Background: an optimization exercise with open tools, aiming at small area. Do not read the settings as production practice.
No functional check of the RTL was part of any run shown here.

==> flow/design.v, too long to show whole: its modules and the start of the top module <==
// module fir_12bit: 5450 lines
// module fir_fa: 4 lines
module fir_12bit(
  input clk,
  input rst,
  input wire signed [11:0] signal_in,
  output wire signed [11:0] signal_out
);
  // ...
==> flow/run.sh <==
#!/bin/bash
# synth_recipe.tcl (not shown) runs the flow's synth.tcl, then flattens the netlist and writes it again
# the make line also repeats each setting of config.mk as NAME=value (left out here)
make -C /OpenROAD-flow-scripts/flow DESIGN_CONFIG=/design/flow/config.mk WORK_HOME=/design/flow/orfs CLKGATE_MAP_FILE= SYNTH_SCRIPT=/design/flow/synth_recipe.tcl finish
==> flow/config.mk <==
export PLATFORM = sky130hd
export DESIGN_NAME = fir_12bit
export DESIGN_NICKNAME = fir_12bit
export VERILOG_FILES = /design/flow/design.v
export SDC_FILE = /design/flow/constraint.sdc
export NUM_CORES = 4
export LEC_CHECK = 0
export CAP_MARGIN = 20
export CORE_MARGIN = 2
export CORE_UTILIZATION = 40
export CTS_BUF_LIST = sky130_fd_sc_hd__clkbuf_8
export CTS_CLUSTER_DIAMETER = 90
export CTS_CLUSTER_SIZE = 16
export GPL_TIMING_DRIVEN = 0
export PLACE_DENSITY = 0.7
export SETUP_SLACK_MARGIN = 0.05
export SLEW_MARGIN = 20
export SYNTH_HIERARCHICAL = 1
==> flow/constraint.sdc <==
create_clock -name core_clock -period 12.0 [get_ports {clk}]
set_input_delay 2.4000 -clock core_clock [delete_from_list [all_inputs] [get_ports {clk}]]
set_output_delay 2.4000 -clock core_clock [all_outputs]
set_load 0.01 [all_outputs]
==> results by group, run 1 <==
Outcome
  • Status: timing/DRC/antenna clean

Critical path
  • Setup crit end: q32
  • Arrival time worst endpoint: 12380 ps
  • CP dominant cell by count: fa_1
  • Worst endpoint required time: 12660 ps
  • CP startpoint: r28[0]
  • R2R Path End: q32
  • CP Max Fanout: 4
  • Critical Path Source Type: register

Route
  • Via density: 5.021
  • Met3 Routed Length: 11.96 mm
  • DRT iter0 DRCs: 1869

Final layout
  • Clkbuf count: 60
  • Multi-input logic area: 0.02985 mm^2
  • Layout cells sized above 1: 4.072%
  • # nets final: 4304
  • Seq area share: 37.45%
  • Multi-input gates: 1526
  • Sequential cell area: 0.02077 mm^2
  • Final non-filler cell total: 4518
  • Final Cell Area: 0.05546 mm^2
  • Seq_cells: 830

Flow run
  • Max_cap viols: 0

CTS
  • Clock-pin slew on the worst setup and hold paths: 100 ps
  • Longest Clk Path Bufs: 3
  • # Post-CTS Setup Buffers: 1
  • Htree depth: 2

Floorplan
  • Row count: 132
  • Die area: 0.1324 mm^2

Synth
  • Post-Syn Area: 0.05180 mm^2
  • Post-synthesis adder-cell area fraction: 57.47%
  • Synthesized Nets: 4207
  • Register bit count reported by yosys: 830

Timing
  • Fmax: 0.08528 GHz
  • Final hold vios: 0

Min path
  • Worst Hold End: r1[1]
==> inputs of run 2 (changes only) <==
--- a/flow/design.v
+++ b/flow/design.v
@@ -104,10 +104,4 @@
   reg q30;
   reg q31;
-  reg q32;
-  reg q33;
-  reg q34;
-  reg q35;
-  reg q36;
-  reg q37;
   wire [26:0] sum;
   wire s1;
@@ -4531,708 +4525,716 @@
   wire c2829;
   fir_fa u2829 (.a(s2822), .b(c2736), .c(s2826), .s(s2828), .co(c2829));
-  wire i2830;
-  assign i2830 = ~s784;
-  wire s2831;
-  wire c2832;
-  fir_fa u2832 (.a(i2830), .b(s663), .c(s640), .s(s2831), .co(c2832));
+  wire s2830;
+  wire c2831;
+  fir_fa u2831 (.a(c2734), .b(s2824), .c(c2738), .s(s2830), .co(c2831));
+  wire i2832;
+  assign i2832 = ~s784;
   wire s2833;
   wire c2834;
-  fir_fa u2834 (.a(s690), .b(c2743), .c(c2745), .s(s2833), .co(c2834));
+  fir_fa u2834 (.a(i2832), .b(s663), .c(s640), .s(s2833), .co(c2834));
   wire s2835;
   wire c2836;
-  fir_fa u2836 (.a(s1467), .b(s442), .c(c2747), .s(s2835), .co(c2836));
+  fir_fa u2836 (.a(s690), .b(c2743), .c(c2745), .s(s2835), .co(c2836));
   wire s2837;
   wire c2838;
-  fir_fa u2838 (.a(s2831), .b(s2833), .c(s494), .s(s2837), .co(c2838));
+  fir_fa u2838 (.a(s1467), .b(s442), .c(c2747), .s(s2837), .co(c2838));
   wire s2839;
   wire c2840;
-  fir_fa u2840 (.a(s544), .b(s644), .c(c2749), .s(s2839), .co(c2840));
+  fir_fa u2840 (.a(s2833), .b(s2835), .c(s494), .s(s2839), .co(c2840));
   wire s2841;
   wire c2842;
-  fir_fa u2842 (.a(s769), .b(s721), .c(c2753), .s(s2841), .co(c2842));
+  fir_fa u2842 (.a(s544), .b(s644), .c(c2749), .s(s2841), .co(c2842));
   wire s2843;
   wire c2844;
-  fir_fa u2844 (.a(c2751), .b(s1375), .c(c2755), .s(s2843), .co(c2844));
+  fir_fa u2844 (.a(s769), .b(s721), .c(c2753), .s(s2843), .co(c2844));
   wire s2845;
   wire c2846;
-  fir_fa u2846 (.a(s2835), .b(s1188), .c(c2757), .s(s2845), .co(c2846));
+  fir_fa u2846 (.a(c2751), .b(s1375), .c(c2755), .s(s2845), .co(c2846));
   wire s2847;
   wire c2848;
-  fir_fa u2848 (.a(s2837), .b(s2839), .c(c2759), .s(s2847), .co(c2848));
+  fir_fa u2848 (.a(s2837), .b(s1188), .c(c2757), .s(s2847), .co(c2848));
   wire s2849;
   wire c2850;
-  fir_fa u2850 (.a(s880), .b(s1023), .c(c425), .s(s2849), .co(c2850));
+  fir_fa u2850 (.a(s2839), .b(s2841), .c(c2759), .s(s2849), .co(c2850));
   wire s2851;
   wire c2852;
-  fir_fa u2852 (.a(s2843), .b(c800), .c(s149), .s(s2851), .co(c2852));
+  fir_fa u2852 (.a(s880), .b(s1023), .c(c425), .s(s2851), .co(c2852));
   wire s2853;
   wire c2854;
-  fir_fa u2854 (.a(c2761), .b(c2765), .c(s2841), .s(s2853), .co(c2854));
+  fir_fa u2854 (.a(s2845), .b(c800), .c(s149), .s(s2853), .co(c2854));
   wire s2855;
   wire c2856;
-  fir_fa u2856 (.a(s574), .b(s1118), .c(c2763), .s(s2855), .co(c2856));
+  fir_fa u2856 (.a(c2761), .b(c2765), .c(s2843), .s(s2855), .co(c2856));
   wire s2857;
   wire c2858;
-  fir_fa u2858 (.a(s2845), .b(s2847), .c(c2769), .s(s2857), .co(c2858));
+  fir_fa u2858 (.a(s574), .b(s1118), .c(c2763), .s(s2857), .co(c2858));
   wire s2859;
   wire c2860;
-  fir_fa u2860 (.a(c2767), .b(s2849), .c(c2773), .s(s2859), .co(c2860));
+  fir_fa u2860 (.a(s2847), .b(s2849), .c(c2769), .s(s2859), .co(c2860));
   wire s2861;
   wire c2862;
-  fir_fa u2862 (.a(s2851), .b(s884), .c(c2771), .s(s2861), .co(c2862));
+  fir_fa u2862 (.a(c2767), .b(s2851), .c(c2773), .s(s2861), .co(c2862));
   wire s2863;
   wire c2864;
-  fir_fa u2864 (.a(s2853), .b(s984), .c(s1318), .s(s2863), .co(c2864));
+  fir_fa u2864 (.a(s2853), .b(s884), .c(c2771), .s(s2863), .co(c2864));
   wire s2865;
   wire c2866;
-  fir_fa u2866 (.a(s2855), .b(c827), .c(c2777), .s(s2865), .co(c2866));
+  fir_fa u2866 (.a(s2855), .b(s984), .c(s1318), .s(s2865), .co(c2866));
   wire s2867;
   wire c2868;
-  fir_fa u2868 (.a(c2775), .b(c2779), .c(s2859), .s(s2867), .co(c2868));
+  fir_fa u2868 (.a(s2857), .b(c827), .c(c2777), .s(s2867), .co(c2868));
   wire s2869;
   wire c2870;
-  fir_fa u2870 (.a(s2857), .b(s1357), .c(s1384), .s(s2869), .co(c2870));
+  fir_fa u2870 (.a(c2775), .b(c2779), .c(s2861), .s(s2869), .co(c2870));
   wire s2871;
   wire c2872;
-  fir_fa u2872 (.a(c2781), .b(s2861), .c(c1166), .s(s2871), .co(c2872));
+  fir_fa u2872 (.a(s2859), .b(s1357), .c(s1384), .s(s2871), .co(c2872));
   wire s2873;
   wire c2874;
-  fir_fa u2874 (.a(c2783), .b(s924), .c(s2863), .s(s2873), .co(c2874));
+  fir_fa u2874 (.a(c2781), .b(s2863), .c(c1166), .s(s2873), .co(c2874));
   wire s2875;
   wire c2876;
-  fir_fa u2876 (.a(c959), .b(c2785), .c(s989), .s(s2875), .co(c2876));
+  fir_fa u2876 (.a(c2783), .b(s924), .c(s2865), .s(s2875), .co(c2876));
   wire s2877;
   wire c2878;
-  fir_fa u2878 (.a(s1281), .b(s1526), .c(c2791), .s(s2877), .co(c2878));
+  fir_fa u2878 (.a(c959), .b(c2785), .c(s989), .s(s2877), .co(c2878));
   wire s2879;
   wire c2880;
-  fir_fa u2880 (.a(c2787), .b(s2865), .c(c2789), .s(s2879), .co(c2880));
+  fir_fa u2880 (.a(s1281), .b(s1526), .c(c2791), .s(s2879), .co(c2880));
   wire s2881;
   wire c2882;
-  fir_fa u2882 (.a(s2869), .b(c2793), .c(s1204), .s(s2881), .co(c2882));
+  fir_fa u2882 (.a(c2787), .b(s2867), .c(c2789), .s(s2881), .co(c2882));
   wire s2883;
   wire c2884;
-  fir_fa u2884 (.a(s1418), .b(s2867), .c(c2795), .s(s2883), .co(c2884));
+  fir_fa u2884 (.a(s2871), .b(c2793), .c(s1204), .s(s2883), .co(c2884));
   wire s2885;
   wire c2886;
-  fir_fa u2886 (.a(s2873), .b(c2797), .c(s2875), .s(s2885), .co(c2886));
+  fir_fa u2886 (.a(s1418), .b(s2869), .c(c2795), .s(s2885), .co(c2886));
   wire s2887;
   wire c2888;
-  fir_fa u2888 (.a(c2799), .b(s2871), .c(c2803), .s(s2887), .co(c2888));
+  fir_fa u2888 (.a(s2875), .b(c2797), .c(s2877), .s(s2887), .co(c2888));
   wire s2889;
   wire c2890;
-  fir_fa u2890 (.a(c2801), .b(s2877), .c(s928), .s(s2889), .co(c2890));
+  fir_fa u2890 (.a(c2799), .b(s2873), .c(c2803), .s(s2889), .co(c2890));
   wire s2891;
   wire c2892;
-  fir_fa u2892 (.a(s2879), .b(s2881), .c(c2807), .s(s2891), .co(c2892));
+  fir_fa u2892 (.a(c2801), .b(s2879), .c(s928), .s(s2891), .co(c2892));
   wire s2893;
   wire c2894;
-  fir_fa u2894 (.a(c1207), .b(c2805), .c(s2883), .s(s2893), .co(c2894));
+  fir_fa u2894 (.a(s2881), .b(s2883), .c(c2807), .s(s2893), .co(c2894));
   wire s2895;
   wire c2896;
-  fir_fa u2896 (.a(c2809), .b(s2885), .c(c2811), .s(s2895), .co(c2896));
+  fir_fa u2896 (.a(c1207), .b(c2805), .c(s2885), .s(s2895), .co(c2896));
   wire s2897;
   wire c2898;
-  fir_fa u2898 (.a(c2813), .b(s2887), .c(c2815), .s(s2897), .co(c2898));
+  fir_fa u2898 (.a(c2809), .b(s2887), .c(c2811), .s(s2897), .co(c2898));
   wire s2899;
   wire c2900;
-  fir_fa u2900 (.a(s2889), .b(s2893), .c(c2817), .s(s2899), .co(c2900));
+  fir_fa u2900 (.a(c2813), .b(s2889), .c(c2815), .s(s2899), .co(c2900));
   wire s2901;
   wire c2902;
-  fir_fa u2902 (.a(s2891), .b(c2821), .c(c2823), .s(s2901), .co(c2902));
+  fir_fa u2902 (.a(s2891), .b(s2895), .c(c2817), .s(s2901), .co(c2902));
   wire s2903;
   wire c2904;
-  fir_fa u2904 (.a(s2895), .b(c2819), .c(s2899), .s(s2903), .co(c2904));
+  fir_fa u2904 (.a(s2893), .b(c2821), .c(c2823), .s(s2903), .co(c2904));
   wire s2905;
   wire c2906;
-  fir_fa u2906 (.a(s2897), .b(c2827), .c(s2901), .s(s2905), .co(c2906));
-  wire i2907;
-  assign i2907 = ~s786;
-  wire s2908;
-  wire c2909;
-  fir_fa u2909 (.a(i2907), .b(s665), .c(s642), .s(s2908), .co(c2909));
+  fir_fa u2906 (.a(s2897), .b(c2819), .c(s2901), .s(s2905), .co(c2906));
+  wire s2907;
+  wire c2908;
+  fir_fa u2908 (.a(s2899), .b(c2827), .c(s2903), .s(s2907), .co(c2908));
+  wire i2909;
+  assign i2909 = ~c2829;
   wire s2910;
   wire c2911;
-  fir_fa u2911 (.a(s692), .b(c2832), .c(c2834), .s(s2910), .co(c2911));
-  wire s2912;
-  wire c2913;
-  fir_fa u2913 (.a(s1470), .b(s444), .c(c2836), .s(s2912), .co(c2913));
-  wire s2914;
-  wire c2915;
-  fir_fa u2915 (.a(s2908), .b(s2910), .c(s496), .s(s2914), .co(c2915));
-  wire s2916;
-  wire c2917;
-  fir_fa u2917 (.a(s546), .b(s646), .c(c2838), .s(s2916), .co(c2917));
-  wire s2918;
-  wire c2919;
-  fir_fa u2919 (.a(s771), .b(c2842), .c(s882), .s(s2918), .co(c2919));
-  wire s2920;
-  wire c2921;
-  fir_fa u2921 (.a(c2840), .b(s1377), .c(c2844), .s(s2920), .co(c2921));
-  wire s2922;
-  wire c2923;
-  fir_fa u2923 (.a(s2912), .b(c150), .c(c575), .s(s2922), .co(c2923));
-  wire s2924;
-  wire c2925;
-  fir_fa u2925 (.a(s724), .b(s1191), .c(c2846), .s(s2924), .co(c2925));
-  wire s2926;
-  wire c2927;
-  fir_fa u2927 (.a(s2914), .b(s2916), .c(c2848), .s(s2926), .co(c2927));
-  wire s2928;
-  wire c2929;
-  fir_fa u2929 (.a(s1026), .b(c2850), .c(c2854), .s(s2928), .co(c2929));
-  wire s2930;
-  wire c2931;
-  fir_fa u2931 (.a(s2920), .b(c2852), .c(s2922), .s(s2930), .co(c2931));
-  wire s2932;
-  wire c2933;
-  fir_fa u2933 (.a(s1121), .b(s2918), .c(c2860), .s(s2932), .co(c2933));
-  wire s2934;
-  wire c2935;
-  fir_fa u2935 (.a(c2856), .b(s2924), .c(s2926), .s(s2934), .co(c2935));
-  wire s2936;
-  wire c2937;
-  fir_fa u2937 (.a(c2858), .b(c1358), .c(c1385), .s(s2936), .co(c2937));
-  wire s2938;
-  wire c2939;
-  fir_fa u2939 (.a(s2928), .b(s1321), .c(c2864), .s(s2938), .co(c2939));
-  wire s2940;
-  wire c2941;
-  fir_fa u2941 (.a(s2930), .b(c2862), .c(s887), .s(s2940), .co(c2941));
-  wire s2942;
-  wire c2943;
-  fir_fa u2943 (.a(s987), .b(c1527), .c(c2868), .s(s2942), .co(c2943));
-  wire s2944;
-  wire c2945;
-  fir_fa u2945 (.a(s2934), .b(c2866), .c(c2870), .s(s2944), .co(c2945));
-  wire s2946;
-  wire c2947;
-  fir_fa u2947 (.a(s2936), .b(s2940), .c(c2872), .s(s2946), .co(c2947));
-  wire s2948;
-  wire c2949;
-  fir_fa u2949 (.a(s2932), .b(s926), .c(c2874), .s(s2948), .co(c2949));
-  wire s2950;
-  wire c2951;
-  fir_fa u2951 (.a(s2938), .b(c2876), .c(c2878), .s(s2950), .co(c2951));
-  wire s2952;
-  wire c2953;
-  fir_fa u2953 (.a(c2880), .b(s2944), .c(c2882), .s(s2952), .co(c2953));
-  wire s2954;
-  wire c2955;
-  fir_fa u2955 (.a(s991), .b(s1283), .c(c929), .s(s2954), .co(c2955));
-  wire s2956;
-  wire c2957;
-  fir_fa u2957 (.a(s1420), .b(s2942), .c(c2884), .s(s2956), .co(c2957));
-  wire s2958;
-  wire c2959;
-  fir_fa u2959 (.a(s1206), .b(s2948), .c(c2886), .s(s2958), .co(c2959));
-  wire s2960;
-  wire c2961;
-  fir_fa u2961 (.a(c2888), .b(s2946), .c(s2952), .s(s2960), .co(c2961));
-  wire s2962;
-  wire c2963;
-  fir_fa u2963 (.a(s2950), .b(c2890), .c(s2954), .s(s2962), .co(c2963));
-  wire s2964;
-  wire c2965;
-  fir_fa u2965 (.a(c2894), .b(s2956), .c(s2958), .s(s2964), .co(c2965));
-  wire s2966;
-  wire c2967;
-  fir_fa u2967 (.a(c2892), .b(s2960), .c(c2898), .s(s2966), .co(c2967));
-  wire s2968;
-  wire c2969;
-  fir_fa u2969 (.a(c2896), .b(s2962), .c(c2900), .s(s2968), .co(c2969));
-  wire s2970;
-  wire c2971;
-  fir_fa u2971 (.a(s2964), .b(c2904), .c(s2968), .s(s2970), .co(c2971));
-  wire i2972;
-  assign i2972 = ~s788;
+  fir_fa u2911 (.a(c2825), .b(s2905), .c(i2909), .s(s2910), .co(c2911));
+  wire i2912;
+  assign i2912 = ~s786;
+  wire s2913;
+  wire c2914;
+  fir_fa u2914 (.a(i2912), .b(s665), .c(s642), .s(s2913), .co(c2914));
+  wire s2915;
+  wire c2916;
+  fir_fa u2916 (.a(s692), .b(c2834), .c(c2836), .s(s2915), .co(c2916));
+  wire s2917;
+  wire c2918;
+  fir_fa u2918 (.a(s1470), .b(s444), .c(c2838), .s(s2917), .co(c2918));
+  wire s2919;
+  wire c2920;
+  fir_fa u2920 (.a(s2913), .b(s2915), .c(s496), .s(s2919), .co(c2920));
+  wire s2921;
+  wire c2922;
+  fir_fa u2922 (.a(s546), .b(s646), .c(c2840), .s(s2921), .co(c2922));
+  wire s2923;
+  wire c2924;
+  fir_fa u2924 (.a(s771), .b(c2844), .c(s882), .s(s2923), .co(c2924));
+  wire s2925;
+  wire c2926;
+  fir_fa u2926 (.a(c2842), .b(s1377), .c(c2846), .s(s2925), .co(c2926));
+  wire s2927;
+  wire c2928;
+  fir_fa u2928 (.a(s2917), .b(c150), .c(c575), .s(s2927), .co(c2928));
+  wire s2929;
+  wire c2930;
+  fir_fa u2930 (.a(s724), .b(s1191), .c(c2848), .s(s2929), .co(c2930));
+  wire s2931;
+  wire c2932;
+  fir_fa u2932 (.a(s2919), .b(s2921), .c(c2850), .s(s2931), .co(c2932));
+  wire s2933;
+  wire c2934;
+  fir_fa u2934 (.a(s1026), .b(c2852), .c(c2856), .s(s2933), .co(c2934));
+  wire s2935;
+  wire c2936;
+  fir_fa u2936 (.a(s2925), .b(c2854), .c(s2927), .s(s2935), .co(c2936));
+  wire s2937;
+  wire c2938;
+  fir_fa u2938 (.a(s1121), .b(s2923), .c(c2862), .s(s2937), .co(c2938));
+  wire s2939;
+  wire c2940;
+  fir_fa u2940 (.a(c2858), .b(s2929), .c(s2931), .s(s2939), .co(c2940));
+  wire s2941;
+  wire c2942;
+  fir_fa u2942 (.a(c2860), .b(c1358), .c(c1385), .s(s2941), .co(c2942));
+  wire s2943;
+  wire c2944;
+  fir_fa u2944 (.a(s2933), .b(s1321), .c(c2866), .s(s2943), .co(c2944));
+  wire s2945;
+  wire c2946;
+  fir_fa u2946 (.a(s2935), .b(c2864), .c(s887), .s(s2945), .co(c2946));
+  wire s2947;
+  wire c2948;
+  fir_fa u2948 (.a(s987), .b(c1527), .c(c2870), .s(s2947), .co(c2948));
+  wire s2949;
+  wire c2950;
+  fir_fa u2950 (.a(s2939), .b(c2868), .c(c2872), .s(s2949), .co(c2950));
+  wire s2951;
+  wire c2952;
+  fir_fa u2952 (.a(s2941), .b(s2945), .c(c2874), .s(s2951), .co(c2952));
+  wire s2953;
+  wire c2954;
+  fir_fa u2954 (.a(s2937), .b(s926), .c(c2876), .s(s2953), .co(c2954));
+  wire s2955;
+  wire c2956;
+  fir_fa u2956 (.a(s2943), .b(c2878), .c(c2880), .s(s2955), .co(c2956));
+  wire s2957;
+  wire c2958;
+  fir_fa u2958 (.a(c2882), .b(s2949), .c(c2884), .s(s2957), .co(c2958));
+  wire s2959;
+  wire c2960;
+  fir_fa u2960 (.a(s991), .b(s1283), .c(c929), .s(s2959), .co(c2960));
+  wire s2961;
+  wire c2962;
+  fir_fa u2962 (.a(s1420), .b(s2947), .c(c2886), .s(s2961), .co(c2962));
+  wire s2963;
+  wire c2964;
+  fir_fa u2964 (.a(s1206), .b(s2953), .c(c2888), .s(s2963), .co(c2964));
+  wire s2965;
+  wire c2966;
+  fir_fa u2966 (.a(c2890), .b(s2951), .c(s2957), .s(s2965), .co(c2966));
+  wire s2967;
+  wire c2968;
+  fir_fa u2968 (.a(s2955), .b(c2892), .c(s2959), .s(s2967), .co(c2968));
+  wire s2969;
+  wire c2970;
+  fir_fa u2970 (.a(c2896), .b(s2961), .c(s2963), .s(s2969), .co(c2970));
+  wire s2971;
+  wire c2972;
+  fir_fa u2972 (.a(c2894), .b(s2965), .c(c2900), .s(s2971), .co(c2972));
   wire s2973;
   wire c2974;
-  fir_fa u2974 (.a(i2972), .b(s667), .c(s644), .s(s2973), .co(c2974));
+  fir_fa u2974 (.a(c2898), .b(s2967), .c(c2902), .s(s2973), .co(c2974));
   wire s2975;
   wire c2976;
-  fir_fa u2976 (.a(s694), .b(c2909), .c(c2911), .s(s2975), .co(c2976));
+  fir_fa u2976 (.a(s2969), .b(c2906), .c(s2973), .s(s2975), .co(c2976));
   wire s2977;
   wire c2978;
-  fir_fa u2978 (.a(s1473), .b(s446), .c(c2913), .s(s2977), .co(c2978));
-  wire s2979;
-  wire c2980;
-  fir_fa u2980 (.a(s2973), .b(s2975), .c(c725), .s(s2979), .co(c2980));
-  wire s2981;
-  wire c2982;
-  fir_fa u2982 (.a(c2915), .b(c2917), .c(s774), .s(s2981), .co(c2982));
-  wire s2983;
-  wire c2984;
-  fir_fa u2984 (.a(s499), .b(s549), .c(s649), .s(s2983), .co(c2984));
-  wire s2985;
-  wire c2986;
-  fir_fa u2986 (.a(s1379), .b(c2921), .c(s2977), .s(s2985), .co(c2986));
-  wire s2987;
-  wire c2988;
-  fir_fa u2988 (.a(c2923), .b(c2925), .c(s2979), .s(s2987), .co(c2988));
-  wire s2989;
-  wire c2990;
-  fir_fa u2990 (.a(s1194), .b(s2983), .c(s884), .s(s2989), .co(c2990));
-  wire s2991;
-  wire c2992;
-  fir_fa u2992 (.a(s2981), .b(c2927), .c(s2985), .s(s2991), .co(c2992));
-  wire s2993;
-  wire c2994;
-  fir_fa u2994 (.a(c2919), .b(s1029), .c(c2929), .s(s2993), .co(c2994));
-  wire s2995;
-  wire c2996;
-  fir_fa u2996 (.a(c2931), .b(s1124), .c(s2987), .s(s2995), .co(c2996));
-  wire s2997;
-  wire c2998;
-  fir_fa u2998 (.a(s2989), .b(c2933), .c(s2993), .s(s2997), .co(c2998));
-  wire s2999;
-  wire c3000;
-  fir_fa u3000 (.a(c2935), .b(s2991), .c(c2937), .s(s2999), .co(c3000));
-  wire s3001;
-  wire c3002;
-  fir_fa u3002 (.a(s989), .b(s2995), .c(c2941), .s(s3001), .co(c3002));
-  wire s3003;
-  wire c3004;
-  fir_fa u3004 (.a(c2939), .b(s1324), .c(s890), .s(s3003), .co(c3004));
-  wire s3005;
-  wire c3006;
-  fir_fa u3006 (.a(c2945), .b(s2999), .c(s3001), .s(s3005), .co(c3006));
-  wire s3007;
-  wire c3008;
-  fir_fa u3008 (.a(c1421), .b(c2943), .c(s2997), .s(s3007), .co(c3008));
-  wire s3009;
-  wire c3010;
-  fir_fa u3010 (.a(s928), .b(c1207), .c(c2949), .s(s3009), .co(c3010));
-  wire s3011;
-  wire c3012;
-  fir_fa u3012 (.a(s3003), .b(c2951), .c(c2955), .s(s3011), .co(c3012));
-  wire s3013;
-  wire c3014;
-  fir_fa u3014 (.a(c2947), .b(s994), .c(s1286), .s(s3013), .co(c3014));
-  wire s3015;
-  wire c3016;
-  fir_fa u3016 (.a(c2957), .b(s3007), .c(s3009), .s(s3015), .co(c3016));
-  wire s3017;
-  wire c3018;
-  fir_fa u3018 (.a(c2953), .b(s3005), .c(s3013), .s(s3017), .co(c3018));
-  wire s3019;
-  wire c3020;
-  fir_fa u3020 (.a(c2959), .b(c2963), .c(s3011), .s(s3019), .co(c3020));
-  wire s3021;
-  wire c3022;
-  fir_fa u3022 (.a(c2961), .b(s3017), .c(c2967), .s(s3021), .co(c3022));
-  wire s3023;
-  wire c3024;
-  fir_fa u3024 (.a(s3015), .b(c2965), .c(s3019), .s(s3023), .co(c3024));
-  wire s3025;
-  wire c3026;
-  fir_fa u3026 (.a(c2969), .b(s3023), .c(c2971), .s(s3025), .co(c3026));
-  wire s3027;
-  assign s3027 = s3021 ^ s3025;
-  wire c3028;
-  assign c3028 = ~s3021 | s3025;
-  wire i3029;
-  assign i3029 = ~s790;
+  fir_fa u2978 (.a(c2904), .b(s2971), .c(c2908), .s(s2977), .co(c2978));
+  wire i2979;
+  assign i2979 = ~s788;
+  wire s2980;
+  wire c2981;
+  fir_fa u2981 (.a(i2979), .b(s667), .c(s644), .s(s2980), .co(c2981));
+  wire s2982;
+  wire c2983;
+  fir_fa u2983 (.a(s694), .b(c2914), .c(c2916), .s(s2982), .co(c2983));
+  wire s2984;
+  wire c2985;
+  fir_fa u2985 (.a(s1473), .b(s446), .c(c2918), .s(s2984), .co(c2985));
+  wire s2986;
+  wire c2987;
+  fir_fa u2987 (.a(s2980), .b(s2982), .c(c725), .s(s2986), .co(c2987));
+  wire s2988;
+  wire c2989;
+  fir_fa u2989 (.a(c2920), .b(c2922), .c(s774), .s(s2988), .co(c2989));
+  wire s2990;
+  wire c2991;
+  fir_fa u2991 (.a(s499), .b(s549), .c(s649), .s(s2990), .co(c2991));
+  wire s2992;
+  wire c2993;
+  fir_fa u2993 (.a(s1379), .b(c2926), .c(s2984), .s(s2992), .co(c2993));
+  wire s2994;
+  wire c2995;
+  fir_fa u2995 (.a(c2928), .b(c2930), .c(s2986), .s(s2994), .co(c2995));
+  wire s2996;
+  wire c2997;
+  fir_fa u2997 (.a(s1194), .b(s2990), .c(s884), .s(s2996), .co(c2997));
+  wire s2998;
+  wire c2999;
+  fir_fa u2999 (.a(s2988), .b(c2932), .c(s2992), .s(s2998), .co(c2999));
+  wire s3000;
+  wire c3001;
+  fir_fa u3001 (.a(c2924), .b(s1029), .c(c2934), .s(s3000), .co(c3001));
+  wire s3002;
+  wire c3003;
+  fir_fa u3003 (.a(c2936), .b(s1124), .c(s2994), .s(s3002), .co(c3003));
+  wire s3004;
+  wire c3005;
+  fir_fa u3005 (.a(s2996), .b(c2938), .c(s3000), .s(s3004), .co(c3005));
+  wire s3006;
+  wire c3007;
+  fir_fa u3007 (.a(c2940), .b(s2998), .c(c2942), .s(s3006), .co(c3007));
+  wire s3008;
+  wire c3009;
+  fir_fa u3009 (.a(s989), .b(s3002), .c(c2946), .s(s3008), .co(c3009));
+  wire s3010;
+  wire c3011;
+  fir_fa u3011 (.a(c2944), .b(s1324), .c(s890), .s(s3010), .co(c3011));
+  wire s3012;
+  wire c3013;
+  fir_fa u3013 (.a(c2950), .b(s3006), .c(s3008), .s(s3012), .co(c3013));
+  wire s3014;
+  wire c3015;
+  fir_fa u3015 (.a(c1421), .b(c2948), .c(s3004), .s(s3014), .co(c3015));
+  wire s3016;
+  wire c3017;
+  fir_fa u3017 (.a(s928), .b(c1207), .c(c2954), .s(s3016), .co(c3017));
+  wire s3018;
+  wire c3019;
+  fir_fa u3019 (.a(s3010), .b(c2956), .c(c2960), .s(s3018), .co(c3019));
+  wire s3020;
+  wire c3021;
+  fir_fa u3021 (.a(c2952), .b(s994), .c(s1286), .s(s3020), .co(c3021));
+  wire s3022;
+  wire c3023;
+  fir_fa u3023 (.a(c2962), .b(s3014), .c(s3016), .s(s3022), .co(c3023));
+  wire s3024;
+  wire c3025;
+  fir_fa u3025 (.a(c2958), .b(s3012), .c(s3020), .s(s3024), .co(c3025));
+  wire s3026;
+  wire c3027;
+  fir_fa u3027 (.a(c2964), .b(c2968), .c(s3018), .s(s3026), .co(c3027));
+  wire s3028;
+  wire c3029;
+  fir_fa u3029 (.a(c2966), .b(s3024), .c(c2972), .s(s3028), .co(c3029));
   wire s3030;
   wire c3031;
-  fir_fa u3031 (.a(i3029), .b(s669), .c(s646), .s(s3030), .co(c3031));
+  fir_fa u3031 (.a(s3022), .b(c2970), .c(s3026), .s(s3030), .co(c3031));
   wire s3032;
   wire c3033;
-  fir_fa u3033 (.a(s696), .b(c2974), .c(c2976), .s(s3032), .co(c3033));
-  wire s3034;
-  wire c3035;
-  fir_fa u3035 (.a(s1476), .b(c775), .c(c2978), .s(s3034), .co(c3035));
-  wire s3036;
-  wire c3037;
-  fir_fa u3037 (.a(c500), .b(c550), .c(c650), .s(s3036), .co(c3037));
+  fir_fa u3033 (.a(c2974), .b(s3030), .c(c2976), .s(s3032), .co(c3033));
+  wire i3034;
+  assign i3034 = ~s3032;
+  wire s3035;
+  wire c3036;
+  fir_fa u3036 (.a(s3028), .b(c2978), .c(i3034), .s(s3035), .co(c3036));
+  wire i3037;
+  assign i3037 = ~s790;
   wire s3038;
   wire c3039;
-  fir_fa u3039 (.a(s449), .b(c2984), .c(s3036), .s(s3038), .co(c3039));
+  fir_fa u3039 (.a(i3037), .b(s669), .c(s646), .s(s3038), .co(c3039));
   wire s3040;
   wire c3041;
-  fir_fa u3041 (.a(s3030), .b(s3032), .c(c2980), .s(s3040), .co(c3041));
+  fir_fa u3041 (.a(s696), .b(c2981), .c(c2983), .s(s3040), .co(c3041));
   wire s3042;
   wire c3043;
-  fir_fa u3043 (.a(c2982), .b(c2986), .c(s3034), .s(s3042), .co(c3043));
+  fir_fa u3043 (.a(s1476), .b(c775), .c(c2985), .s(s3042), .co(c3043));
   wire s3044;
   wire c3045;
-  fir_fa u3045 (.a(s1382), .b(s3038), .c(c2990), .s(s3044), .co(c3045));
+  fir_fa u3045 (.a(c500), .b(c550), .c(c650), .s(s3044), .co(c3045));
   wire s3046;
   wire c3047;
-  fir_fa u3047 (.a(c2988), .b(s3040), .c(s1196), .s(s3046), .co(c3047));
+  fir_fa u3047 (.a(s449), .b(c2991), .c(s3044), .s(s3046), .co(c3047));
   wire s3048;
   wire c3049;
-  fir_fa u3049 (.a(s1032), .b(s887), .c(c2994), .s(s3048), .co(c3049));
+  fir_fa u3049 (.a(s3038), .b(s3040), .c(c2987), .s(s3048), .co(c3049));
   wire s3050;
   wire c3051;
-  fir_fa u3051 (.a(c2992), .b(s3042), .c(c2996), .s(s3050), .co(c3051));
+  fir_fa u3051 (.a(c2989), .b(c2993), .c(s3042), .s(s3050), .co(c3051));
   wire s3052;
   wire c3053;
-  fir_fa u3053 (.a(s1127), .b(s3044), .c(c2998), .s(s3052), .co(c3053));
+  fir_fa u3053 (.a(s1382), .b(s3046), .c(c2997), .s(s3052), .co(c3053));
   wire s3054;
   wire c3055;
-  fir_fa u3055 (.a(s3046), .b(c3000), .c(s991), .s(s3054), .co(c3055));
+  fir_fa u3055 (.a(c2995), .b(s3048), .c(s1196), .s(s3054), .co(c3055));
   wire s3056;
   wire c3057;
-  fir_fa u3057 (.a(s3048), .b(c929), .c(s892), .s(s3056), .co(c3057));
+  fir_fa u3057 (.a(s1032), .b(s887), .c(c3001), .s(s3056), .co(c3057));
   wire s3058;
   wire c3059;
-  fir_fa u3059 (.a(s3050), .b(c3002), .c(s1328), .s(s3058), .co(c3059));
+  fir_fa u3059 (.a(c2999), .b(s3050), .c(c3003), .s(s3058), .co(c3059));
   wire s3060;
   wire c3061;
-  fir_fa u3061 (.a(c3004), .b(c3008), .c(s3052), .s(s3060), .co(c3061));
+  fir_fa u3061 (.a(s1127), .b(s3052), .c(c3005), .s(s3060), .co(c3061));
   wire s3062;
   wire c3063;
-  fir_fa u3063 (.a(s3054), .b(c3006), .c(s3058), .s(s3062), .co(c3063));
+  fir_fa u3063 (.a(s3054), .b(c3007), .c(s991), .s(s3062), .co(c3063));
   wire s3064;
   wire c3065;
-  fir_fa u3065 (.a(c3010), .b(s3056), .c(c3012), .s(s3064), .co(c3065));
+  fir_fa u3065 (.a(s3056), .b(c929), .c(s892), .s(s3064), .co(c3065));
   wire s3066;
   wire c3067;
-  fir_fa u3067 (.a(c3014), .b(s3062), .c(c3018), .s(s3066), .co(c3067));
+  fir_fa u3067 (.a(s3058), .b(c3009), .c(s1328), .s(s3066), .co(c3067));
   wire s3068;
   wire c3069;
-  fir_fa u3069 (.a(s3060), .b(c3016), .c(c3020), .s(s3068), .co(c3069));
+  fir_fa u3069 (.a(c3011), .b(c3015), .c(s3060), .s(s3068), .co(c3069));
   wire s3070;
   wire c3071;
-  fir_fa u3071 (.a(s3064), .b(c3024), .c(s3068), .s(s3070), .co(c3071));
-  wire i3072;
-  assign i3072 = ~s3070;
-  wire s3073;
-  wire c3074;
-  fir_fa u3074 (.a(s3066), .b(c3022), .c(i3072), .s(s3073), .co(c3074));
-  wire i3075;
-  assign i3075 = ~s3073;
+  fir_fa u3071 (.a(s3062), .b(c3013), .c(s3066), .s(s3070), .co(c3071));
+  wire s3072;
+  wire c3073;
+  fir_fa u3073 (.a(c3017), .b(s3064), .c(c3019), .s(s3072), .co(c3073));
+  wire s3074;
+  wire c3075;
+  fir_fa u3075 (.a(c3021), .b(s3070), .c(c3025), .s(s3074), .co(c3075));
   wire s3076;
   wire c3077;
-  fir_fa u3077 (.a(c3026), .b(c3028), .c(i3075), .s(s3076), .co(c3077));
-  wire i3078;
-  assign i3078 = ~s671;
-  wire s3079;
-  wire c3080;
-  fir_fa u3080 (.a(s792), .b(i3078), .c(c450), .s(s3079), .co(c3080));
+  fir_fa u3077 (.a(s3068), .b(c3023), .c(c3027), .s(s3076), .co(c3077));
+  wire s3078;
+  wire c3079;
+  fir_fa u3079 (.a(s3072), .b(c3031), .c(s3076), .s(s3078), .co(c3079));
+  wire i3080;
+  assign i3080 = ~s3078;
   wire s3081;
   wire c3082;
-  fir_fa u3082 (.a(c3031), .b(c3033), .c(s1479), .s(s3081), .co(c3082));
-  wire s3083;
-  wire c3084;
-  fir_fa u3084 (.a(s649), .b(s699), .c(c3037), .s(s3083), .co(c3084));
-  wire s3085;
-  wire c3086;
-  fir_fa u3086 (.a(c3035), .b(s3081), .c(c3041), .s(s3085), .co(c3086));
-  wire s3087;
-  wire c3088;
-  fir_fa u3088 (.a(s3079), .b(c3039), .c(s3083), .s(s3087), .co(c3088));
+  fir_fa u3082 (.a(s3074), .b(c3029), .c(i3080), .s(s3081), .co(c3082));
+  wire i3083;
+  assign i3083 = ~c3033;
+  wire s3084;
+  wire c3085;
+  fir_fa u3085 (.a(i3083), .b(s3081), .c(c3036), .s(s3084), .co(c3085));
+  wire s3086;
+  assign s3086 = s3035 ^ s3084;
+  wire c3087;
+  assign c3087 = s3035 & s3084;
+  wire i3088;
+  assign i3088 = ~s671;
   wire s3089;
   wire c3090;
-  fir_fa u3090 (.a(c1033), .b(s1384), .c(c1128), .s(s3089), .co(c3090));
+  fir_fa u3090 (.a(s792), .b(i3088), .c(c450), .s(s3089), .co(c3090));
   wire s3091;
   wire c3092;
-  fir_fa u3092 (.a(c3043), .b(s3085), .c(c3047), .s(s3091), .co(c3092));
+  fir_fa u3092 (.a(c3039), .b(c3041), .c(s1479), .s(s3091), .co(c3092));
   wire s3093;
   wire c3094;
-  fir_fa u3094 (.a(s3087), .b(c3045), .c(s1202), .s(s3093), .co(c3094));
+  fir_fa u3094 (.a(s649), .b(s699), .c(c3045), .s(s3093), .co(c3094));
   wire s3095;
   wire c3096;
-  fir_fa u3096 (.a(s890), .b(c3051), .c(s3091), .s(s3095), .co(c3096));
+  fir_fa u3096 (.a(c3043), .b(s3091), .c(c3049), .s(s3095), .co(c3096));
   wire s3097;
   wire c3098;
-  fir_fa u3098 (.a(c3049), .b(s3089), .c(s3093), .s(s3097), .co(c3098));
+  fir_fa u3098 (.a(s3089), .b(c3047), .c(s3093), .s(s3097), .co(c3098));
   wire s3099;
   wire c3100;
-  fir_fa u3100 (.a(c893), .b(c3053), .c(s994), .s(s3099), .co(c3100));
+  fir_fa u3100 (.a(c1033), .b(s1384), .c(c1128), .s(s3099), .co(c3100));
   wire s3101;
   wire c3102;
-  fir_fa u3102 (.a(c3055), .b(s3095), .c(c3059), .s(s3101), .co(c3102));
+  fir_fa u3102 (.a(c3051), .b(s3095), .c(c3055), .s(s3101), .co(c3102));
   wire s3103;
   wire c3104;
-  fir_fa u3104 (.a(s3097), .b(c3057), .c(c3061), .s(s3103), .co(c3104));
+  fir_fa u3104 (.a(s3097), .b(c3053), .c(s1202), .s(s3103), .co(c3104));
   wire s3105;
   wire c3106;
-  fir_fa u3106 (.a(s1330), .b(c3063), .c(s3101), .s(s3105), .co(c3106));
+  fir_fa u3106 (.a(s890), .b(c3059), .c(s3101), .s(s3105), .co(c3106));
   wire s3107;
   wire c3108;
-  fir_fa u3108 (.a(s3099), .b(c3065), .c(s3103), .s(s3107), .co(c3108));
-  wire i3109;
-  assign i3109 = ~c3069;
-  wire s3110;
-  wire c3111;
-  fir_fa u3111 (.a(s3105), .b(i3109), .c(c3067), .s(s3110), .co(c3111));
-  wire s3112;
-  wire c3113;
-  fir_fa u3113 (.a(s794), .b(c650), .c(c700), .s(s3112), .co(c3113));
-  wire s3114;
-  wire c3115;
-  fir_fa u3115 (.a(s674), .b(c3080), .c(s3112), .s(s3114), .co(c3115));
-  wire i3116;
-  assign i3116 = ~c3082;
+  fir_fa u3108 (.a(c3057), .b(s3099), .c(s3103), .s(s3107), .co(c3108));
+  wire s3109;
+  wire c3110;
+  fir_fa u3110 (.a(c893), .b(c3061), .c(s994), .s(s3109), .co(c3110));
+  wire s3111;
+  wire c3112;
+  fir_fa u3112 (.a(c3063), .b(s3105), .c(c3067), .s(s3111), .co(c3112));
+  wire s3113;
+  wire c3114;
+  fir_fa u3114 (.a(s3107), .b(c3065), .c(c3069), .s(s3113), .co(c3114));
+  wire s3115;
+  wire c3116;
+  fir_fa u3116 (.a(s1330), .b(c3071), .c(s3111), .s(s3115), .co(c3116));
   wire s3117;
   wire c3118;
-  fir_fa u3118 (.a(i3116), .b(s1482), .c(c3084), .s(s3117), .co(c3118));
-  wire s3119;
-  wire c3120;
-  fir_fa u3120 (.a(c1385), .b(s3114), .c(c3088), .s(s3119), .co(c3120));
-  wire s3121;
-  wire c3122;
-  fir_fa u3122 (.a(c3086), .b(c3092), .c(s892), .s(s3121), .co(c3122));
+  fir_fa u3118 (.a(s3109), .b(c3073), .c(s3113), .s(s3117), .co(c3118));
+  wire i3119;
+  assign i3119 = ~c3077;
+  wire s3120;
+  wire c3121;
+  fir_fa u3121 (.a(s3115), .b(i3119), .c(c3075), .s(s3120), .co(c3121));
+  wire i3122;
+  assign i3122 = ~s3120;
   wire s3123;
   wire c3124;
-  fir_fa u3124 (.a(s3117), .b(s1204), .c(c3090), .s(s3123), .co(c3124));
+  fir_fa u3124 (.a(s3117), .b(c3079), .c(i3122), .s(s3123), .co(c3124));
   wire s3125;
   wire c3126;
-  fir_fa u3126 (.a(s3119), .b(c3094), .c(s3123), .s(s3125), .co(c3126));
+  fir_fa u3126 (.a(s794), .b(c650), .c(c700), .s(s3125), .co(c3126));
   wire s3127;
   wire c3128;
-  fir_fa u3128 (.a(c3096), .b(s3121), .c(c3102), .s(s3127), .co(c3128));
-  wire s3129;
-  wire c3130;
-  fir_fa u3130 (.a(c3098), .b(c3100), .c(s3125), .s(s3129), .co(c3130));
-  wire s3131;
-  wire c3132;
-  fir_fa u3132 (.a(c3104), .b(s3129), .c(c3108), .s(s3131), .co(c3132));
-  wire s3133;
-  wire c3134;
-  fir_fa u3134 (.a(c3106), .b(s3127), .c(c3111), .s(s3133), .co(c3134));
-  wire s3135;
-  assign s3135 = s3131 ^ s3133;
-  wire c3136;
-  assign c3136 = s3131 | ~s3133;
-  wire s3137;
-  wire c3138;
-  fir_fa u3138 (.a(s796), .b(c675), .c(c3113), .s(s3137), .co(c3138));
-  wire s3139;
-  wire c3140;
-  fir_fa u3140 (.a(c3115), .b(s3137), .c(c3118), .s(s3139), .co(c3140));
-  wire i3141;
-  assign i3141 = ~s1484;
+  fir_fa u3128 (.a(s674), .b(c3090), .c(s3125), .s(s3127), .co(c3128));
+  wire i3129;
+  assign i3129 = ~c3092;
+  wire s3130;
+  wire c3131;
+  fir_fa u3131 (.a(i3129), .b(s1482), .c(c3094), .s(s3130), .co(c3131));
+  wire s3132;
+  wire c3133;
+  fir_fa u3133 (.a(c1385), .b(s3127), .c(c3098), .s(s3132), .co(c3133));
+  wire s3134;
+  wire c3135;
+  fir_fa u3135 (.a(c3096), .b(c3102), .c(s892), .s(s3134), .co(c3135));
+  wire s3136;
+  wire c3137;
+  fir_fa u3137 (.a(s3130), .b(s1204), .c(c3100), .s(s3136), .co(c3137));
+  wire s3138;
+  wire c3139;
+  fir_fa u3139 (.a(s3132), .b(c3104), .c(s3136), .s(s3138), .co(c3139));
+  wire s3140;
+  wire c3141;
+  fir_fa u3141 (.a(c3106), .b(s3134), .c(c3112), .s(s3140), .co(c3141));
   wire s3142;
   wire c3143;
-  fir_fa u3143 (.a(i3141), .b(c3120), .c(s3139), .s(s3142), .co(c3143));
+  fir_fa u3143 (.a(c3108), .b(c3110), .c(s3138), .s(s3142), .co(c3143));
   wire s3144;
   wire c3145;
-  fir_fa u3145 (.a(c893), .b(s1206), .c(c3122), .s(s3144), .co(c3145));
+  fir_fa u3145 (.a(c3114), .b(s3142), .c(c3118), .s(s3144), .co(c3145));
   wire s3146;
   wire c3147;
-  fir_fa u3147 (.a(c3124), .b(s3142), .c(c3126), .s(s3146), .co(c3147));
+  fir_fa u3147 (.a(c3116), .b(s3140), .c(c3121), .s(s3146), .co(c3147));
   wire i3148;
-  assign i3148 = ~s3144;
+  assign i3148 = ~s3146;
   wire s3149;
   wire c3150;
-  fir_fa u3150 (.a(i3148), .b(c3130), .c(s3146), .s(s3149), .co(c3150));
-  wire i3151;
-  assign i3151 = ~c3128;
-  wire s3152;
-  wire c3153;
-  fir_fa u3153 (.a(i3151), .b(s3149), .c(c3132), .s(s3152), .co(c3153));
-  wire i3154;
-  assign i3154 = ~c3134;
-  wire s3155;
-  wire c3156;
-  fir_fa u3156 (.a(i3154), .b(s3152), .c(c3136), .s(s3155), .co(c3156));
-  wire i3157;
-  assign i3157 = ~s799;
+  fir_fa u3150 (.a(s3144), .b(i3148), .c(c3124), .s(s3149), .co(c3150));
+  wire s3151;
+  wire c3152;
+  fir_fa u3152 (.a(s796), .b(c675), .c(c3126), .s(s3151), .co(c3152));
+  wire s3153;
+  wire c3154;
+  fir_fa u3154 (.a(c3128), .b(s3151), .c(c3131), .s(s3153), .co(c3154));
+  wire i3155;
+  assign i3155 = ~s1484;
+  wire s3156;
+  wire c3157;
+  fir_fa u3157 (.a(i3155), .b(c3133), .c(s3153), .s(s3156), .co(c3157));
   wire s3158;
   wire c3159;
-  fir_fa u3159 (.a(i3157), .b(c3138), .c(s1490), .s(s3158), .co(c3159));
+  fir_fa u3159 (.a(c893), .b(s1206), .c(c3135), .s(s3158), .co(c3159));
   wire s3160;
   wire c3161;
-  fir_fa u3161 (.a(c3140), .b(c3143), .c(s3158), .s(s3160), .co(c3161));
+  fir_fa u3161 (.a(c3137), .b(s3156), .c(c3139), .s(s3160), .co(c3161));
   wire i3162;
-  assign i3162 = ~s3160;
+  assign i3162 = ~s3158;
   wire s3163;
   wire c3164;
-  fir_fa u3164 (.a(c1207), .b(i3162), .c(c3145), .s(s3163), .co(c3164));
+  fir_fa u3164 (.a(i3162), .b(c3143), .c(s3160), .s(s3163), .co(c3164));
   wire i3165;
-  assign i3165 = ~s3163;
+  assign i3165 = ~c3141;
   wire s3166;
   wire c3167;
-  fir_fa u3167 (.a(c3147), .b(i3165), .c(c3150), .s(s3166), .co(c3167));
-  wire s3168;
-  wire c3169;
-  fir_fa u3169 (.a(s3166), .b(c3153), .c(c3156), .s(s3168), .co(c3169));
-  wire s3170;
-  assign s3170 = s3155 ^ s3168;
-  wire c3171;
-  assign c3171 = s3155 | s3168;
-  wire i3172;
-  assign i3172 = ~c800;
-  wire s3173;
-  wire c3174;
-  fir_fa u3174 (.a(i3172), .b(s1492), .c(c3159), .s(s3173), .co(c3174));
-  wire i3175;
-  assign i3175 = ~c3164;
+  fir_fa u3167 (.a(i3165), .b(s3163), .c(c3145), .s(s3166), .co(c3167));
+  wire i3168;
+  assign i3168 = ~c3147;
+  wire s3169;
+  wire c3170;
+  fir_fa u3170 (.a(i3168), .b(s3166), .c(c3150), .s(s3169), .co(c3170));
+  wire s3171;
+  assign s3171 = s3149 ^ s3169;
+  wire c3172;
+  assign c3172 = s3149 | s3169;
+  wire i3173;
+  assign i3173 = ~s799;
+  wire s3174;
+  wire c3175;
+  fir_fa u3175 (.a(i3173), .b(c3152), .c(s1490), .s(s3174), .co(c3175));
   wire s3176;
   wire c3177;
-  fir_fa u3177 (.a(c3161), .b(s3173), .c(i3175), .s(s3176), .co(c3177));
-  wire s3178;
-  wire c3179;
-  fir_fa u3179 (.a(s1494), .b(c3174), .c(c3177), .s(s3178), .co(c3179));
-  wire s3180;
-  assign s3180 = s1533 ^ s1535;
-  wire c3181;
-  assign c3181 = s1533 & ~s1535;
-  wire i3182;
-  assign i3182 = ~s1551;
-  wire s3183;
-  wire c3184;
-  fir_fa u3184 (.a(s1549), .b(i3182), .c(c3181), .s(s3183), .co(c3184));
-  wire i3185;
-  assign i3185 = ~s1577;
+  fir_fa u3177 (.a(c3154), .b(c3157), .c(s3174), .s(s3176), .co(c3177));
+  wire i3178;
+  assign i3178 = ~s3176;
+  wire s3179;
+  wire c3180;
+  fir_fa u3180 (.a(c1207), .b(i3178), .c(c3159), .s(s3179), .co(c3180));
+  wire i3181;
+  assign i3181 = ~s3179;
+  wire s3182;
+  wire c3183;
+  fir_fa u3183 (.a(c3161), .b(i3181), .c(c3164), .s(s3182), .co(c3183));
+  wire s3184;
+  wire c3185;
+  fir_fa u3185 (.a(s3182), .b(c3167), .c(c3170), .s(s3184), .co(c3185));
   wire s3186;
+  assign s3186 = c3172 ^ s3184;
   wire c3187;
-  fir_fa u3187 (.a(s1573), .b(i3185), .c(c3184), .s(s3186), .co(c3187));
+  assign c3187 = c3172 | s3184;
   wire i3188;
-  assign i3188 = ~s1615;
+  assign i3188 = ~c800;
   wire s3189;
   wire c3190;
-  fir_fa u3190 (.a(s1609), .b(i3188), .c(c3187), .s(s3189), .co(c3190));
+  fir_fa u3190 (.a(i3188), .b(s1492), .c(c3175), .s(s3189), .co(c3190));
   wire i3191;
-  assign i3191 = ~s1663;
+  assign i3191 = ~c3180;
   wire s3192;
   wire c3193;
-  fir_fa u3193 (.a(s1659), .b(i3191), .c(c3190), .s(s3192), .co(c3193));
+  fir_fa u3193 (.a(c3177), .b(s3189), .c(i3191), .s(s3192), .co(c3193));
   wire s3194;
-  assign s3194 = s1726 ^ c3193;
   wire c3195;
-  assign c3195 = s1726 & c3193;
-  wire i3196;
-  assign i3196 = ~s1795;
-  wire s3197;
-  wire c3198;
-  fir_fa u3198 (.a(i3196), .b(s1798), .c(c3195), .s(s3197), .co(c3198));
+  fir_fa u3195 (.a(s1494), .b(c3190), .c(c3193), .s(s3194), .co(c3195));
+  wire s3196;
+  assign s3196 = s1533 ^ s1535;
+  wire c3197;
+  assign c3197 = s1533 & ~s1535;
+  wire i3198;
+  assign i3198 = ~s1551;
   wire s3199;
-  assign s3199 = s1881 ^ c3198;
   wire c3200;
-  assign c3200 = ~s1881 | c3198;
-  wire s3201;
-  assign s3201 = s1974 ^ c3200;
-  wire c3202;
-  assign c3202 = ~s1974 & c3200;
-  wire s3203;
-  assign s3203 = s2075 ^ c3202;
-  wire c3204;
-  assign c3204 = ~s2075 & c3202;
+  fir_fa u3200 (.a(s1549), .b(i3198), .c(c3197), .s(s3199), .co(c3200));
+  wire i3201;
+  assign i3201 = ~s1577;
+  wire s3202;
+  wire c3203;
+  fir_fa u3203 (.a(s1573), .b(i3201), .c(c3200), .s(s3202), .co(c3203));
+  wire i3204;
+  assign i3204 = ~s1615;
   wire s3205;
-  assign s3205 = s2182 ^ c3204;
   wire c3206;
-  assign c3206 = ~s2182 & c3204;
+  fir_fa u3206 (.a(s1609), .b(i3204), .c(c3203), .s(s3205), .co(c3206));
   wire i3207;
-  assign i3207 = ~s2293;
+  assign i3207 = ~s1663;
   wire s3208;
   wire c3209;
-  fir_fa u3209 (.a(s2291), .b(i3207), .c(c3206), .s(s3208), .co(c3209));
-  assign sum[0] = ~s3180;
-  assign sum[1] = s3183;
-  assign sum[2] = s3186;
-  assign sum[3] = s3189;
-  assign sum[4] = s3192;
-  assign sum[5] = s3194;
-  assign sum[6] = s3197;
-  assign sum[7] = s3199;
-  assign sum[8] = ~s3201;
-  assign sum[9] = ~s3203;
-  assign sum[10] = ~s3205;
-  assign sum[11] = s3208;
+  fir_fa u3209 (.a(s1659), .b(i3207), .c(c3206), .s(s3208), .co(c3209));
   wire s3210;
+  assign s3210 = s1726 ^ c3209;
   wire c3211;
-  fir_fa u3211 (.a(q0), .b(q1), .c(q2), .s(s3210), .co(c3211));
-  wire s3212;
-  wire c3213;
-  fir_fa u3213 (.a(q5), .b(q6), .c(q7), .s(s3212), .co(c3213));
-  wire s3214;
-  wire c3215;
-  fir_fa u3215 (.a(q9), .b(q10), .c(q11), .s(s3214), .co(c3215));
-  wire s3216;
-  wire c3217;
-  fir_fa u3217 (.a(q12), .b(q13), .c(c3213), .s(s3216), .co(c3217));
-  wire s3218;
-  wire c3219;
-  fir_fa u3219 (.a(q14), .b(q15), .c(q16), .s(s3218), .co(c3219));
-  wire s3220;
-  wire c3221;
-  fir_fa u3221 (.a(q17), .b(c3215), .c(s3218), .s(s3220), .co(c3221));
-  wire s3222;
-  wire c3223;
-  fir_fa u3223 (.a(q18), .b(q19), .c(q20), .s(s3222), .co(c3223));
+  assign c3211 = s1726 & c3209;
+  wire i3212;
+  assign i3212 = ~s1795;
+  wire s3213;
+  wire c3214;
+  fir_fa u3214 (.a(i3212), .b(s1798), .c(c3211), .s(s3213), .co(c3214));
+  wire s3215;
+  assign s3215 = s1881 ^ c3214;
+  wire c3216;
+  assign c3216 = ~s1881 | c3214;
+  wire s3217;
+  assign s3217 = s1974 ^ c3216;
+  wire c3218;
+  assign c3218 = ~s1974 & c3216;
+  wire s3219;
+  assign s3219 = s2075 ^ c3218;
+  wire c3220;
+  assign c3220 = ~s2075 & c3218;
+  wire s3221;
+  assign s3221 = s2182 ^ c3220;
+  wire c3222;
+  assign c3222 = ~s2182 & c3220;
+  wire i3223;
+  assign i3223 = ~s2293;
   wire s3224;
   wire c3225;
-  fir_fa u3225 (.a(q21), .b(c3219), .c(s3222), .s(s3224), .co(c3225));
+  fir_fa u3225 (.a(s2291), .b(i3223), .c(c3222), .s(s3224), .co(c3225));
+  assign sum[0] = ~s3196;
+  assign sum[1] = s3199;
+  assign sum[2] = s3202;
+  assign sum[3] = s3205;
+  assign sum[4] = s3208;
+  assign sum[5] = s3210;
+  assign sum[6] = s3213;
+  assign sum[7] = s3215;
+  assign sum[8] = ~s3217;
+  assign sum[9] = ~s3219;
+  assign sum[10] = ~s3221;
+  assign sum[11] = s3224;
   wire s3226;
   wire c3227;
-  fir_fa u3227 (.a(q22), .b(c3223), .c(c3225), .s(s3226), .co(c3227));
+  fir_fa u3227 (.a(q0), .b(q1), .c(q2), .s(s3226), .co(c3227));
   wire s3228;
   wire c3229;
-  fir_fa u3229 (.a(q24), .b(q25), .c(q26), .s(s3228), .co(c3229));
+  fir_fa u3229 (.a(q5), .b(q6), .c(q7), .s(s3228), .co(c3229));
   wire s3230;
   wire c3231;
-  fir_fa u3231 (.a(q27), .b(q28), .c(q29), .s(s3230), .co(c3231));
+  fir_fa u3231 (.a(q9), .b(q10), .c(q11), .s(s3230), .co(c3231));
   wire s3232;
   wire c3233;
-  fir_fa u3233 (.a(q30), .b(c3229), .c(c3231), .s(s3232), .co(c3233));
+  fir_fa u3233 (.a(q12), .b(q13), .c(q14), .s(s3232), .co(c3233));
   wire s3234;
   wire c3235;
-  fir_fa u3235 (.a(q33), .b(q34), .c(q35), .s(s3234), .co(c3235));
+  fir_fa u3235 (.a(q15), .b(q16), .c(q17), .s(s3234), .co(c3235));
   wire s3236;
-  assign s3236 = q3 ^ c3211;
   wire c3237;
-  assign c3237 = q3 & c3211;
+  fir_fa u3237 (.a(q20), .b(q21), .c(q22), .s(s3236), .co(c3237));
   wire s3238;
-  assign s3238 = q4 ^ c3237;
   wire c3239;
-  assign c3239 = q4 & c3237;
+  fir_fa u3239 (.a(q27), .b(q28), .c(q29), .s(s3238), .co(c3239));
   wire s3240;
+  assign s3240 = q3 ^ c3227;
   wire c3241;
-  fir_fa u3241 (.a(q8), .b(s3212), .c(c3239), .s(s3240), .co(c3241));
+  assign c3241 = q3 & c3227;
   wire s3242;
+  assign s3242 = q4 ^ c3241;
   wire c3243;
-  fir_fa u3243 (.a(s3214), .b(s3216), .c(c3241), .s(s3242), .co(c3243));
+  assign c3243 = q4 & c3241;
   wire s3244;
   wire c3245;
-  fir_fa u3245 (.a(c3217), .b(s3220), .c(c3243), .s(s3244), .co(c3245));
+  fir_fa u3245 (.a(q8), .b(s3228), .c(c3243), .s(s3244), .co(c3245));
   wire s3246;
   wire c3247;
-  fir_fa u3247 (.a(c3221), .b(s3224), .c(c3245), .s(s3246), .co(c3247));
+  fir_fa u3247 (.a(c3229), .b(s3230), .c(c3245), .s(s3246), .co(c3247));
   wire s3248;
-  assign s3248 = s3226 ^ c3247;
   wire c3249;
-  assign c3249 = s3226 & c3247;
+  fir_fa u3249 (.a(c3231), .b(s3232), .c(c3247), .s(s3248), .co(c3249));
   wire s3250;
   wire c3251;
-  fir_fa u3251 (.a(q23), .b(c3227), .c(c3249), .s(s3250), .co(c3251));
+  fir_fa u3251 (.a(c3233), .b(s3234), .c(c3249), .s(s3250), .co(c3251));
   wire s3252;
   wire c3253;
-  fir_fa u3253 (.a(s3228), .b(s3230), .c(c3251), .s(s3252), .co(c3253));
+  fir_fa u3253 (.a(q18), .b(c3235), .c(c3251), .s(s3252), .co(c3253));
   wire s3254;
-  assign s3254 = s3232 ^ c3253;
+  assign s3254 = q19 ^ c3253;
   wire c3255;
-  assign c3255 = s3232 & c3253;
+  assign c3255 = q19 & c3253;
   wire s3256;
   wire c3257;
-  fir_fa u3257 (.a(q31), .b(c3233), .c(c3255), .s(s3256), .co(c3257));
+  fir_fa u3257 (.a(q23), .b(s3236), .c(c3255), .s(s3256), .co(c3257));
   wire s3258;
-  assign s3258 = q32 ^ c3257;
   wire c3259;
-  assign c3259 = q32 & c3257;
+  fir_fa u3259 (.a(q24), .b(c3237), .c(c3257), .s(s3258), .co(c3259));
   wire s3260;
+  assign s3260 = q25 ^ c3259;
   wire c3261;
-  fir_fa u3261 (.a(q36), .b(s3234), .c(c3259), .s(s3260), .co(c3261));
+  assign c3261 = q25 & c3259;
   wire s3262;
+  assign s3262 = q26 ^ c3261;
   wire c3263;
-  fir_fa u3263 (.a(q37), .b(c3235), .c(c3261), .s(s3262), .co(c3263));
-  assign sum[12] = s3210;
-  assign sum[13] = s3236;
-  assign sum[14] = s3238;
-  assign sum[15] = s3240;
-  assign sum[16] = s3242;
-  assign sum[17] = s3244;
-  assign sum[18] = s3246;
-  assign sum[19] = s3248;
-  assign sum[20] = s3250;
-  assign sum[21] = s3252;
-  assign sum[22] = s3254;
-  assign sum[23] = s3256;
-  assign sum[24] = s3258;
-  assign sum[25] = s3260;
-  assign sum[26] = s3262;
+  assign c3263 = q26 & c3261;
+  wire s3264;
+  wire c3265;
+  fir_fa u3265 (.a(q30), .b(s3238), .c(c3263), .s(s3264), .co(c3265));
+  wire s3266;
+  wire c3267;
+  fir_fa u3267 (.a(q31), .b(c3239), .c(c3265), .s(s3266), .co(c3267));
+  assign sum[12] = s3226;
+  assign sum[13] = s3240;
+  assign sum[14] = s3242;
+  assign sum[15] = s3244;
+  assign sum[16] = s3246;
+  assign sum[17] = s3248;
+  assign sum[18] = s3250;
+  assign sum[19] = s3252;
+  assign sum[20] = s3254;
+  assign sum[21] = s3256;
+  assign sum[22] = s3258;
+  assign sum[23] = s3260;
+  assign sum[24] = s3262;
+  assign sum[25] = s3264;
+  assign sum[26] = s3266;
   always @(posedge clk or negedge rst) begin
     if (!rst) begin
@@ -5335,10 +5337,4 @@
       q30 <= 1'b0;
       q31 <= 1'b0;
-      q32 <= 1'b0;
-      q33 <= 1'b0;
-      q34 <= 1'b0;
-      q35 <= 1'b0;
-      q36 <= 1'b0;
-      q37 <= 1'b0;
     end else begin
       r0 <= signal_in;
@@ -5408,5 +5404,5 @@
       r64 <= r63;
       r65 <= r64;
-      q0 <= c3209;
+      q0 <= c3225;
       q1 <= ~c2294;
       q2 <= ~s2406;
@@ -5417,33 +5413,27 @@
       q7 <= s2737;
       q8 <= ~s2739;
-      q9 <= c2734;
-      q10 <= c2738;
-      q11 <= ~c2740;
-      q12 <= s2824;
-      q13 <= ~s2828;
-      q14 <= c2825;
-      q15 <= ~c2829;
-      q16 <= s2903;
-      q17 <= ~s2905;
-      q18 <= ~c2902;
-      q19 <= ~c2906;
-      q20 <= ~s2966;
-      q21 <= s2970;
-      q22 <= s3027;
-      q23 <= ~s3076;
-      q24 <= c3071;
-      q25 <= ~c3074;
-      q26 <= c3077;
-      q27 <= s3076;
-      q28 <= s3107;
-      q29 <= ~s3110;
-      q30 <= s3135;
-      q31 <= ~s3155;
-      q32 <= ~s3170;
-      q33 <= c3167;
-      q34 <= c3169;
-      q35 <= c3171;
-      q36 <= s3176;
-      q37 <= ~s3178;
+      q9 <= ~c2740;
+      q10 <= ~s2828;
+      q11 <= s2830;
+      q12 <= c2831;
+      q13 <= ~s2907;
+      q14 <= s2910;
+      q15 <= c2911;
+      q16 <= s2975;
+      q17 <= ~s2977;
+      q18 <= s3035;
+      q19 <= ~s3086;
+      q20 <= ~c3082;
+      q21 <= ~c3085;
+      q22 <= ~c3087;
+      q23 <= s3123;
+      q24 <= ~s3149;
+      q25 <= ~s3171;
+      q26 <= ~s3186;
+      q27 <= c3183;
+      q28 <= c3185;
+      q29 <= c3187;
+      q30 <= s3192;
+      q31 <= ~s3194;
     end
   end
==> results by group, run 2 <==
Outcome
  • Status: timing/DRC/antenna clean

Synth
  • Post-Syn Area: 0.05164 mm^2 (-0.30%)
  • Synthesized Nets: 4199 (-0.19%)
  • Register area share after synthesis: 39.93%
  • EDFF count, synth: 0
  • Post-synth top area cell: fa_1
  • Register bit count reported by yosys: 824 (-0.72%)

Critical path
  • Worst endpoint required time: 12680 ps (+20 ps)
  • CP dominant cell by count: fa_1
  • CP Max Fanout: 3 (-1)
  • Arrival time worst endpoint: 12310 ps (-70 ps)
  • Worst stage delay on the critical path: 680 ps
  • Critical Path Source Type: register

Route
  • Antenna Nets Post-Route: 0
  • Via density: 5.011 (-0.21%)
  • DRT iter0 DRCs: 2329 (+25%)
  • DRC: 0
  • Routed length per instance: 30.83 um

Placed design
  • Port bufs: 25
  • Placed Area: 0.05420 mm^2

CTS
  • Clock-pin slew on the worst setup and hold paths: 110 ps (about the same)
  • Num CTS Buffers: 59
  • CTS tree: yes
  • Longest Clk Path Bufs: 3 (unchanged)
  • Htree depth: 2 (unchanged)

Final layout
  • # nets final: 4317 (+0.30%)
  • Layout cells sized above 1: 7.819% (+3.7 points)
  • Sequential cell area: 0.02062 mm^2 (-0.72%)
  • Multi-input logic area: 0.03005 mm^2 (+0.65%)
  • Final Cell Area: 0.05556 mm^2 (+0.18%)

Floorplan
  • Row count: 131 (-0.76%)
  • I/O pins: 26
  • Starting density of the core: 40.40%
  • Die area: 0.1320 mm^2 (-0.30%)
  • Die X: 363.3 um

Timing
  • Final Setup Violations: 0
  • Fmax: 0.08599 GHz (+0.83%)
  • Final hold vios: 0 (unchanged)
  • Slew @ Worst Pin: 645.5 ps
  • Max Transition Viols Final: 0

Flow run
  • Max_cap viols: 0 (unchanged)

Global route
  • Initial antenna violation count: 6
  • GRT Residual Overflow: 0
  • Largest net degree at the start of global routing: 105
-- run 2: cell types whose count changed after synthesis, sizes merged --
cell   change
dfrtp      -6
inv        -2
-- run 2: what timing repair did --
action | CTS | global route
resized for setup | 46 | 59
hold buffers | 0 | 0
pin swaps | 3 | 13
endpoints found under the setup margin | 2 | 2
setup buffers | 3 | 21
-- run 2: Yosys stat by module, one instance, submodules excluded --
module / flip-flops and latches / copies in the design / cell area [um^2] / cells
fir_12bit: 824 / 1 / 23040 / 1234
fir_fa: 0 / 1429 / 20.02 / 1
-- run 2: area by class of cell --
| cell class | instances | area share [%] |
|---|---|---|
| antenna | 1 | 0.004504 |
| buffer | 12 | 0.1622 |
| clock buffer | 60 | 1.486 |
| clock inverter | 8 | 0.1824 |
| inverter | 301 | 2.045 |
| multi-input combinational | 1526 | 54.08 |
| sequential | 824 | 37.12 |
| tap | 1662 | 3.743 |
| timing repair buffer | 57 | 1.180 |
-- run 2: metrics by stage --
step                std cells  setup WS (ps)  utilization [%]  TNS [ps]
finish                   4451          370.6            43.45         0
global route             4451          35.62            43.45         0
CTS                      4429          53.30            43.23         0
detailed placement       4358         -327.3            42.39    -530.7
global placement         4350         -27110            42.22         -
floorplan                2663          892.2                -         0
-- run 2: worst paths after layout --
kind / startpoint / to / slack (ps) / cells past startpoint
setup / recovery: r14[0] / q26 / 370 / 33
hold / removal: r0[1] / r1[1] / 360 / 0
setup reg to reg: r14[0] / q26 / 370 / 33
hold reg to reg: r0[1] / r1[1] / 360 / 0
max in group asynchronous: rst / r22[0] / 7640 / 6
min in group asynchronous: rst / q29 / 1540 / 1
-- run 2: cells by family (layout without fill, tap and decap cells) --
group	after synthesis	after routing	share of synthesized area (%)
buf+inv	313	438	2.362
other cells	0	1	0
fa+ha+maj	1522	1522	57.65
compound gates	1	1	0.02906
flops	824	824	39.93
simple gates	3	3	0.03634
-- run 2: critical path, delay by kind of cell (launching register included) --
| kind | cells | cell delay (ps) |
|---|---|---|
| flops | 1 | 400 |
| buf+inv | 6 | 300 |
| fa+ha+maj | 27 | 10860 |
-- run 2: layer usage --
| layer | vias up | routed length [um] | GRT usage, % |
|---|---|---|---|
| met5 | - | 23 | 0 |
| met4 | 4 | 3274 | 4.906 |
| met3 | 149 | 10070 | 4.419 |
| met2 | 735 | 66190 | 34.58 |
| met1 | 13350 | 57640 | 32.02 |
| li1 | 8068 | - | - |

[afterwards: timing with drivers on the ports]
The results above use ideal ports. As a check the final layouts listed here were re-extracted and re-timed, cells and wires unchanged. Step 1 assumes that a clkbuf_16 drives the clock port and a buf_2 every other input. Step 2 moves the port delays by t, midway between the first and last clock arrival at a register: inputs arrive t later, outputs are due t later. That takes back most of the time a late clock gives input paths. Slacks: no drivers / after step 1 / after step 2; pairs: no drivers / after step 1.
run	shift t [ns]	slack for setup (ns)	latest minus earliest clock arrival (ns)	worst register clock-pin slew, ns	cell pins on the clock port's net
run 1	0.852	0.274 / 0.274 / 0.274	0.102 / 0.101	0.12 / 0.12	1
run 2	0.829	0.371 / 0.371 / 0.371	0.060 / 0.060	0.11 / 0.11	1
After both steps every run listed still meets setup and hold.
